Context: an optimization exercise on an open-source flow, tuned for a short achievable clock period and few clock cycles. The choices shown serve that exercise and are no tape-out recipe. Function was checked by simulation only, so behaviour that the tests miss may differ from the original.

==> v32 <==
Design TourLogic, start of the top module:
module TourLogic(clk,rst_n,x_start,y_start,go,done,indx,move);
==> flow/config.mk <==
export PLATFORM = sky130hd
export DESIGN_NAME = TourLogic
export DESIGN_NICKNAME = TourLogic
export VERILOG_FILES = /design/flow/design.v
export SDC_FILE = /design/flow/constraint.sdc
export NUM_CORES = 4
export LEC_CHECK = 0
export ABC_CLOCK_PERIOD_IN_PS = 4000
export CAP_MARGIN = 20
export CORE_MARGIN = 2
export CORE_UTILIZATION = 25
export PLACE_DENSITY = 0.45
export SETUP_SLACK_MARGIN = 5
export SLEW_MARGIN = 20
==> flow/constraint.sdc <==
create_clock -name core_clock -period 10.0 [get_ports {clk}]
set_input_delay 2.0000 -clock core_clock [delete_from_list [all_inputs] [get_ports {clk}]]
set_output_delay 2.0000 -clock core_clock [all_outputs]
set_load 0.01 [all_outputs]
run.sh (not shown) runs the stock make flow with config.mk's settings and CLKGATE_MAP_FILE= SYNTH_SCRIPT=/design/flow/synth_recipe.tcl, a recipe that flattens the netlist after the stock synthesis.
==> v15 (differences from v32) <==
Settings changed: CORE_UTILIZATION 25 to 22, PLACE_DENSITY 0.45 to 0.4.
==> results by group <==
Outcome
  – Run status: no timing/DRC/antenna violations

Global route
  – Vias in the first global route: between 40000 and 50000

Finish
  – Number of clock buffers in the layout: 70
  – Non-filler instance count after layout: between 7000 and 8000
  – Diode count: 20
  – Multi-input gate share of total cell area: 0.497

Worst setup path
  – Worst reg2reg endpoint: cur[7]
  – Arrival time of data at the critical path endpoint: about 6.6 ns

Timing
  – Headroom to the max-slew limit: 0.159
  – Transition time of the tightest slew-check pin: approximately 1.3 ns

Route
  – Detailed-routing wirelength on met1: about 120000 um

Floorplanning
  – Floorplan die area: roughly 180000 um2
[end of results for v32]
==> results by group <==
Finish
  – Non-filler instance count after layout: between 7000 and 8000
  – Fraction of area in registers: 0.243
  – Number of clock buffers in the layout: between 60 and 70
  – Multi-input gate share of total cell area: 0.497
  – Diode count: 18

Worst setup path
  – Worst path bufs/invs: 11
  – Worst reg2reg endpoint: nc6[3]
  – Arrival time of data at the critical path endpoint: 6.28 ns

Timing
  – Transition time of the tightest slew-check pin: 1.27 ns
  – Headroom to the max-slew limit: 0.151

Outcome
  – Run status: no timing/DRC/antenna violations

Route
  – Detailed-routing wirelength on met1: approximately 120000 um

Global route
  – Vias in the first global route: around 46000
[end of results for v15]
Testbench counts of v32, summed over its fixed seeds: cycles 3,615.
Testbench counts of v15, summed over its fixed seeds: cycles 3,615.


==> inputs of exp/cedar <==
TourLogic, a different RTL version from the one above (not shown whole).
// TourLogic
module TourLogic(clk,rst_n,x_start,y_start,go,done,indx,move);
  input clk,rst_n;
  input [2:0] x_start, y_start;
  input logic go;
  input [4:0] indx;
  output logic done;
  output logic [7:0] move;
  logic        busy;           
  logic [24:0] vis;            
  logic [24:0] cur;            
  logic [4:0]  depth;          
  logic [7:0]  mask;           
  logic [7:0]  stk [0:23];     
  assign done = busy & (depth == 5'd24);
  assign move = stk[5'd23 - indx];
  wire [24:0] unv = ~vis;
  logic [24:0] f0, f1, f2;
  wire cz1 = ~(unv[7]) & ~(unv[11]);
  wire co1 = (~(unv[7]) & (unv[11])) | ((unv[7]) & ~(unv[11]));
  wire ct1 = (~(unv[7]) & 1'b0) | ((unv[7]) & (unv[11])) | (1'b0 & ~(unv[11]));
  assign f0[0] = cz1; assign f1[0] = co1; assign f2[0] = ct1;
  wire cz2 = ~(unv[8]) & ~(unv[10]);
  wire co2 = (~(unv[8]) & (unv[10])) | ((unv[8]) & ~(unv[10]));
  wire ct2 = (~(unv[8]) & 1'b0) | ((unv[8]) & (unv[10])) | (1'b0 & ~(unv[10]));
  wire cz3 = cz2 & ~(unv[12]);
  wire co3 = (cz2 & (unv[12])) | (co2 & ~(unv[12]));
  wire ct3 = (cz2 & 1'b0) | (co2 & (unv[12])) | (ct2 & ~(unv[12]));
  assign f0[1] = cz3; assign f1[1] = co3; assign f2[1] = ct3;
  wire cz4 = ~(unv[9]) & ~(unv[5]);
  wire co4 = (~(unv[9]) & (unv[5])) | ((unv[9]) & ~(unv[5]));
  wire ct4 = (~(unv[9]) & 1'b0) | ((unv[9]) & (unv[5])) | (1'b0 & ~(unv[5]));
  wire cz5 = ~(unv[11]) & ~(unv[13]);
  wire co5 = (~(unv[11]) & (unv[13])) | ((unv[11]) & ~(unv[13]));
  wire ct5 = (~(unv[11]) & 1'b0) | ((unv[11]) & (unv[13])) | (1'b0 & ~(unv[13]));
  wire cz6 = cz4 & cz5;
  wire co6 = (cz4 & co5) | (co4 & cz5);
  wire ct6 = (cz4 & ct5) | (co4 & co5) | (ct4 & cz5);
  assign f0[2] = cz6; assign f1[2] = co6; assign f2[2] = ct6;
  wire cz7 = ~(unv[6]) & ~(unv[12]);
  wire co7 = (~(unv[6]) & (unv[12])) | ((unv[6]) & ~(unv[12]));
  wire ct7 = (~(unv[6]) & 1'b0) | ((unv[6]) & (unv[12])) | (1'b0 & ~(unv[12]));
  wire cz8 = cz7 & ~(unv[14]);
  wire co8 = (cz7 & (unv[14])) | (co7 & ~(unv[14]));
  ...
Settings: LEC_CHECK=0, ABC_CLOCK_PERIOD_IN_PS=4000, CAP_MARGIN=20, CORE_MARGIN=2, CORE_UTILIZATION=40, SETUP_SLACK_MARGIN=5, SLEW_MARGIN=20; clock period 10.0 ns.
==> exp/willow: changes against exp/cedar <==
- ABC_CLOCK_PERIOD_IN_PS: 4000 -> unset
- SETUP_SLACK_MARGIN: 5 -> unset
==> comparison table <==
Run status: exp/cedar finished clean; exp/willow finished clean
Min-delay src: exp/cedar stk[23][4]; exp/willow stk[23][5]
RSZ-0062 raised after global routing: exp/cedar true; exp/willow false
Antenna violations before repair: exp/cedar 1; exp/willow 0
Met3 usage in global routing: exp/cedar 0.0860; exp/willow 0.0680
Instance area at placement: exp/cedar 24100 sq um; exp/willow 23500 sq um
Met2 wire length: exp/cedar 48.7 mm; exp/willow 42.1 mm
Post-route cell area: exp/cedar 30700 sq um; exp/willow 24400 sq um
Multi-input logic area: exp/cedar 16200 sq um; exp/willow 13700 sq um
Final #Nets: exp/cedar 2853; exp/willow 2502
Resized Gates After CTS: exp/cedar 494; exp/willow 0
Number of non-filler instances in the completed layout: exp/cedar 3392; exp/willow 3039
Crit path DAT: exp/cedar 6800 ps; exp/willow 9230 ps
Gp weighted congestion: exp/cedar 1.09; exp/willow 1.07
Layout area overhead: exp/cedar 37.5%; exp/willow 9.40%
GR met1 Demand/Resource: exp/cedar 0.508; exp/willow 0.463
Critical Path End: exp/cedar vis[22]; exp/willow depth[4]
Testbench counts of exp/cedar, summed over its fixed seeds: cycles 3,993.
Testbench counts of exp/willow, summed over its fixed seeds: cycles 3,993.


==> 07-15 <==
TourLogic, a different RTL version from the one above (not shown whole).
## TourLogic
module TourLogic(clk,rst_n,x_start,y_start,go,done,indx,move);
Settings: LEC_CHECK=0, ABC_CLOCK_PERIOD_IN_PS=4000, CAP_MARGIN=20, CORE_MARGIN=2, CORE_UTILIZATION=22, PLACE_DENSITY=0.4, SETUP_SLACK_MARGIN=5, SLEW_MARGIN=20; clock period 10.0 ns.
==> 04-20: changes against 07-15 <==
--- a/flow/config.mk
+++ b/flow/config.mk
@@ -8,7 +8,7 @@
 export ABC_CLOCK_PERIOD_IN_PS = 4000
 export CAP_MARGIN = 20
 export CORE_MARGIN = 2
-export CORE_UTILIZATION = 22
-export PLACE_DENSITY = 0.4
+export CORE_UTILIZATION = 25
+export PLACE_DENSITY = 0.45
 export SETUP_SLACK_MARGIN = 5
 export SLEW_MARGIN = 20
==> flow_metrics.env <==
export IMPL_wl_met3_um=41600
export IMPL_slew_headroom=0.103
export IMPL_gr_usage_met2=0.455
export IMPL_startpoint="acls[0]"
export IMPL_clkCellAreaFrac=0.0252
export IMPL_hp_start="depth[0]"
export IMPL_grt_first_pass_wirelength_um=371000
export IMPL_syn_to_final_growth_pct=44.7
export IMPL_grtUsageTotal=0.326
export IMPL_drive_gt1_frac=0.388
export IMPL_wl_met1_um=102000
export IMPL_die_h_um=402
export IMPL_hold_depth=2
export IMPL_run_status="no timing/DRC/antenna violations"
export IMPL_min_period_over_period=0.615
export IMPL_fin_crit_ns=6.15
The numbers above come from 04-20.

==> flow_metrics.env <==
export IMPL_slew_headroom=0.108
export IMPL_startpoint="nc1[2]"
export IMPL_hp_start="nc8[3]"
export IMPL_gr_usage_met2=0.427
export IMPL_wl_met3_um=40000
export IMPL_die_h_um=428
export IMPL_wl_met1_um=111000
export IMPL_run_status="no timing/DRC/antenna violations"
export IMPL_fin_crit_ns=6.06
export IMPL_min_period_over_period=0.606
export IMPL_clkCellAreaFrac=0.0253
export IMPL_hold_depth=1
The numbers above come from 07-15.

Testbench counts of 07-15, summed over its fixed seeds: cycles 3,615.
Testbench counts of 04-20, summed over its fixed seeds: cycles 3,615.

==> re-timing with driven ports <==
How much do the figures lean on ideal ports? The routed layouts below were timed once more, with nothing changed but the port constraints.
Step 1 assumes that a clkbuf_16 drives the clock port and a buf_2 every other input.
Step 2 also shifts input and output timing later by t, the mid clock arrival at the registers, as if the neighbouring blocks saw the same clock.
Slacks: no drivers / after step 1 / after step 2; pairs: no drivers / after step 1.
run	t, ns	slack for setup (ns)	latest minus earliest clock arrival (ns)	worst register clock-pin slew, ns
v32	0.769	3.981 / 3.981 / 3.690	0.076 / 0.076	0.08 / 0.08
v15	0.728	4.074 / 4.074 / 3.908	0.047 / 0.048	0.08 / 0.08
exp/cedar	0.626	3.492 / 3.492 / 3.492	0.017 / 0.016	0.07 / 0.07
exp/willow	0.619	1.072 / 1.072 / 1.072	0.030 / 0.031	0.07 / 0.07
07-15	0.685	3.941 / 3.941 / 3.905	0.048 / 0.049	0.07 / 0.07
04-20	0.669	3.848 / 3.848 / 3.848	0.047 / 0.047	0.09 / 0.09
After both steps setup and hold are still met in every run listed. The setup slack of v32, which loses most, moves by 0.000 ns with the drivers and by -0.291 ns with both steps.
